Background: an optimization exercise with open tools, aiming at small area, a short achievable clock period and few clock cycles. Do not read the settings as production practice.
The RTL was checked by simulation tests, not by an equivalence proof against the original design.
Power is estimated from default activity; no workload was simulated.

--- design/flow/run.sh ---
#!/bin/bash
# synth_recipe.tcl (not shown) runs the flow's synth.tcl, then flattens the netlist and writes it again
# the make line also repeats each setting of config.mk as NAME=value (left out here)
make -C /OpenROAD-flow-scripts/flow DESIGN_CONFIG=/design/flow/config.mk WORK_HOME=/design/flow/orfs CLKGATE_MAP_FILE= SYNTH_SCRIPT=/design/flow/synth_recipe.tcl finish
--- design/flow/design.v ---
module LZ77_Encoder(clk,reset,chardata,valid,encode,finish,offset,match_len,char_nxt);
input 				clk;
input 				reset;
input 		[7:0] 	chardata;
output  			valid;
output  			encode;
output  			finish;
output 		[3:0] 	offset;
output 		[2:0] 	match_len;
output 	 	[7:0] 	char_nxt;
reg					valid;
reg					finish;
reg			[3:0]	offset;
reg			[2:0]	match_len;
reg			[3:0]	ch;			 
reg					done;		 
reg			[3:0]	H [0:8];	 
reg			[6:0]	E [0:8];	 
reg			[11:0]	cnt;		 
reg			[2:0]	skip;		 
integer 	d, j;
assign encode = valid;
assign char_nxt = {2'b00, done, 1'b0, ch};
wire		inrange = ~cnt[11];			 
always @(posedge clk or posedge reset)
begin
	if (reset)
	begin
		cnt <= 12'd0;
		for (d = 0; d < 9; d = d + 1)
			H[d] <= 4'd3;
	end
	else
	begin
		cnt <= cnt + 12'd1;
		H[0] <= chardata[3:0];
		for (d = 1; d < 9; d = d + 1)
			H[d] <= H[d-1];
	end
end
always @(posedge clk)
begin
	for (d = 0; d < 9; d = d + 1)
		E[d] <= {E[d][5:0], inrange & (chardata[3:0] == H[d])};
end
reg			[7:0]	a [0:8];	 
reg			[7:0]	A;			 
reg			[3:0]	off [1:7];	 
reg			[2:0]	L;
reg			[3:0]	S;
reg			[3:0]	X;			 
wire		[3:0]	C [0:7];	 
reg					last;		 
assign C[7] = chardata[3:0];
assign C[6] = H[0];
assign C[5] = H[1];
assign C[4] = H[2];
assign C[3] = H[3];
assign C[2] = H[4];
assign C[1] = H[5];
assign C[0] = H[6];
always @(*)
begin
	for (d = 0; d < 9; d = d + 1)
	begin
		a[d][0] = 1'b1;
		for (j = 1; j < 8; j = j + 1)
			a[d][j] = a[d][j-1] & E[d][7-j];
	end
	for (j = 0; j < 8; j = j + 1)
	begin
		A[j] = 1'b0;
		for (d = 0; d < 9; d = d + 1)
			A[j] = A[j] | a[d][j];
	end
	for (j = 1; j < 8; j = j + 1)
	begin
		off[j] = 4'd0;
		for (d = 0; d < 9; d = d + 1)
			if (a[d][j]) off[j] = d;
	end
	L = 3'd0;
	S = 4'd0;
	X = C[0];
	for (j = 1; j < 8; j = j + 1)
		if (A[j])
		begin
			L = j;
			S = off[j];
			X = C[j];
		end
	last = cnt[11] & A[~cnt[2:0]];
end
wire		[2:0]	eff = valid ? match_len : skip;
wire				emit = (eff == 3'd0) & ~done;
always @(posedge clk)
begin
	offset <= S;
	match_len <= L;
	ch <= last ? 4'b0100 : X;
end
always @(posedge clk or posedge reset)
begin
	if (reset)
	begin
		skip <= 3'd7;
		valid <= 1'b0;
		done <= 1'b0;
		finish <= 1'b0;
	end
	else
	begin
		skip <= eff - 3'd1;
		valid <= emit;
		done <= done | (emit & last);
		finish <= done;
	end
end
endmodule
--- design/flow/config.mk ---
export PLATFORM = sky130hd
export DESIGN_NAME = LZ77_Encoder
export DESIGN_NICKNAME = LZ77_Encoder
export VERILOG_FILES = /design/flow/design.v
export SDC_FILE = /design/flow/constraint.sdc
export NUM_CORES = 4
export LEC_CHECK = 0
export CAP_MARGIN = 20
export CORE_MARGIN = 2
export CORE_UTILIZATION = 50
export PLACE_DENSITY = 0.6
export SLEW_MARGIN = 20
--- design/flow/constraint.sdc ---
create_clock -name core_clock -period 10.0 [get_ports {clk}]
set_input_delay 2.0000 -clock core_clock [delete_from_list [all_inputs] [get_ports {clk}]]
set_output_delay 2.0000 -clock core_clock [all_outputs]
set_load 0.01 [all_outputs]
==> impl_metrics.tcl <==
set metrics [dict create \
    wl_um 11700 \
    drt_iter0_drc 211 \
    synth_top_area_frac 0.292 \
    synth_seq_area_share 0.563 \
    synth_edf_count 0 \
    p_leak_nw 2.50 \
    multi_input_area_sq_um 2040 \
    crit_chain "clkdlybuf4s50_1" \
    met3_usage 0.0524 \
    use_met2 0.370 \
    synth_area_leader_cell "dfxtp_1" \
    syn_inst 480 \
    grt_antenna_before_repair 0 \
    worst_pin_slew_ns 1.06 \
    setup_ws_ns 6.43 \
    n_antenna_cell 0 \
    clk_latency_ns 0.53 \
    final.period_utilization 0.357 \
    slew_violations 0 \
    routed_via_density 5.81 \
    cp_slowest_cell "clkdlybuf4s50_1" \
    fmax_mhz 280 \
    drive_above_1_share 0.135 \
    design_area_sq_um 5950 \
    grt_overflow 0 \
    worstSetupPathType "register to primary output" \
    setup-violations-final 0 \
    finClkSkew_ns 0.00611 \
    critPathMaxFanout 5 \
    worstHoldStart "E[7][3]$_DFF_P_" \
    area_delta_synth_final_pct 17.3 \
    grt_first_pass_wirelength_um 19100 \
    synth_area_sq_um 5080 \
    rr_startpoint "E[6][6]$_DFF_P_" \
    rr_worst_depth 7 \
    ant_nets 0 \
    min_path_type "register to register" \
    synthTopCellsByCount "dfxtp_1 (74), nand2_1 (37), dfrtp_1 (33)" \
    grt_pass1_vias 3732 \
    cts_buffers 17 \
    die_h_um 105 \
    critPathTopFamily "buffers and inverters" \
    hold_viol_final 0 \
    route.vias.total 3751 \
    synthArstFlopShare 0.422 \
    start_util 0.517 \
    wire_per_inst_um 18.0 \
    clockBufferDepth 2 \
    holdPathStages 0 \
    cp.buffers_inverters 1 \
    cp.required_ns 8.00 \
    dieArea_sq_um 11000 \
    core_area_sq_um 9820 \
    regToRegSetupSlack_ns 6.83 \
    grt.met1_usage 0.284 \
    track_usage 0.226 \
    status "finished clean" \
    grt_start_max_net_pins 55 \
    fin_nets 513 \
    portBuffers 20 \
    gp_congestion 0.931 \
    cap_viol_max_count 0 \
    die_w_um 105 \
    hpwl_um 8070 \
    fin_crit_ns 3.57 \
    min_to "E[7][4]$_DFF_P_" \
    cp-end-kind "primary output" \
    placed_cell_area_sq_um 5330 \
    reg2reg_to "ch[2]$_SDFF_PP1_" \
    htree_levels 4 \
    grt_setup_unrepaired "false" \
    preCtsSetupSlack_ns 6.05 \
    synth-main-ff-cell "dfxtp_1" \
    pwr_density_cell_nw_per_um2 225 \
    drc 0 \
    busiest_layer "met2" \
    yosys-top-cells-area "dfxtp_1 (29%), dfrtp_1 (16%), dfstp_2 (11%)" \
    io_pins 28 \
    clock-sinks 128 \
    slew_headroom 0.296 \
    cts_root_buf "clkbuf_8" \
    ir_worst_vdd_v 0.000135 \
    crit_path_max_incr_delay_ns 0.58 \
    fillers 840 \
    cts_tree "built" \
    cts.clk_slew.worst_paths_ns 0.06 \
    post-cts-setup-buffers 0 \
    yosysMostFrequentCell "dfxtp_1" \
    holdBufCountCts 0 \
    synth_cell_type_count 61 \
    cts_resized 0 \
    fin_tns_setup_ns 0 \
    rows 36 \
    arrival_ns 1.57 \
    synth-seq-cells 128 \
    synth.avg_cell_area_sq_um 10.6 \
    regArea_sq_um 2860 \
    start_kind "register" \
    dr.pass1.iters 4 \
    ys_warn_count 5 \
]
[routing by layer]
metal	vias up	share of wire	wire (um)
li1	1815	-	-
met1	1817	0.44	5150
met2	95	0.49	5720
met3	24	0.043	498
met4	0	0.024	280
met5	-	0	0
[placed cells by master (no fill, tap or decap), drive strengths merged, types with 4 or more instances in the layout]
cell / n
dfxtp: 74
nand2: 38
dfrtp: 33
nand3: 29
nor2: 23
dfstp: 21
xnor2: 21
clkbuf: 21
clkdlybuf4s50: 20
o21ai: 20
nand4: 18
a21oi: 18
and3: 15
o22ai: 13
a22oi: 12
nor3: 12
inv: 12
xor2: 11
and4: 9
mux2i: 8
nor4: 8
a211oi: 7
clkinv: 7
a31oi: 5
a21boi: 5
a21o: 4
o211ai: 4
[layout make-up]
| cell class | instances | share of cell area |
|---|---|---|
| well taps | 133 | 0.0280 |
| clock buffers | 21 | 0.0790 |
| repair buffers | 22 | 0.0361 |
| clock inverters | 11 | 0.0256 |
| inverters | 14 | 0.00883 |
| multi-input cells | 317 | 0.342 |
| flip-flops and latches | 128 | 0.480 |
[registers in the layout (all words and copies together) (netlist names)]
register / flops
match_len: 3
finish: 1
valid: 1
ch: 4
cnt: 12
done: 1
skip: 3
H: 36
E: 63
offset: 4
[metrics by stage]
stage	hold slack [ns]	total power [mW]	utilization	std cells
detailed placement	0.334	0.709	0.542	614
finish	0.345	1.34	0.606	646
global route	0.357	1.39	0.606	646
CTS	0.349	1.35	0.606	646
floorplan	0.324	0.665	-	482
global placement	0.332	0.707	0.542	614
[logic make-up (layout without fill, tap and decap cells)]
family / Yosys count / in the layout / synth area share
other: 1 / 3 / 0.000739
AOI/OAI and AO/OA: 108 / 108 / 0.146
adders and majority gates: 3 / 3 / 0.00740
muxes: 9 / 9 / 0.0180
and+or+nand+nor: 162 / 162 / 0.172
buffers and inverters: 37 / 68 / 0.0380
xor gates and xnor gates: 32 / 32 / 0.0552
DFF: 128 / 128 / 0.563
[worst reg2reg max path: stages (launching register included)]
cell       delay (ns)
dfxtp_1          0.39
a22oi_1          0.38
nand4_1          0.28
a21oi_1          0.88
nand3b_1         0.17
o2111ai_1        0.23
o211ai_4         0.16
or4_1            0.55
[power by group]
group,internal (mW),switching (mW)
Clock,0.409,0.231
Sequential,0.559,0.0287
Combinational,0.0554,0.0566
[how the worst max path moves through the flow]
stage	startpoint	end	slack [ns]	depth (start not counted)
global placement	chardata[0]	E[0][0]$_DFF_P_	6.11	5
CTS	valid$_DFF_PP0_	encode	6.41	1
detailed placement	chardata[0]	E[0][0]$_DFF_P_	6.05	5
floorplan	reset	H[0][2]$_DFF_PP0_	6.72	1
finish	valid$_DFF_PP0_	encode	6.43	1
global route	chardata[1]	E[5][0]$_DFF_P_	6.38	5
Testbench counts, summed over its fixed seeds: cycles 12,332.

## separate check: timing with driven ports
In the flow no input, the clock included, has a driving cell. The finished layout below was timed again as built, in two steps. Step 1: set_driving_cell puts a clkbuf_16 on clk and a buf_2 on each other input, an assumption about the parent block. Step 2, shift: input delay + t, output delay - t, t = (earliest + latest rising clock arrival at the registers) / 2. This alone moves slack from input paths to output paths. Three values: ideal ports, drivers, drivers and shift; two values: the first two.
t, ns: 0.559
slack for setup (ns): 6.431 / 6.398 / 5.932
worst register clock-pin slew, ns: 0.06 / 0.06
cell pins on the clock port's net: 1
After both steps setup and hold are still met in this run. For this run, drivers alone change the setup slack by -0.033 ns; drivers and shift together by -0.499 ns.
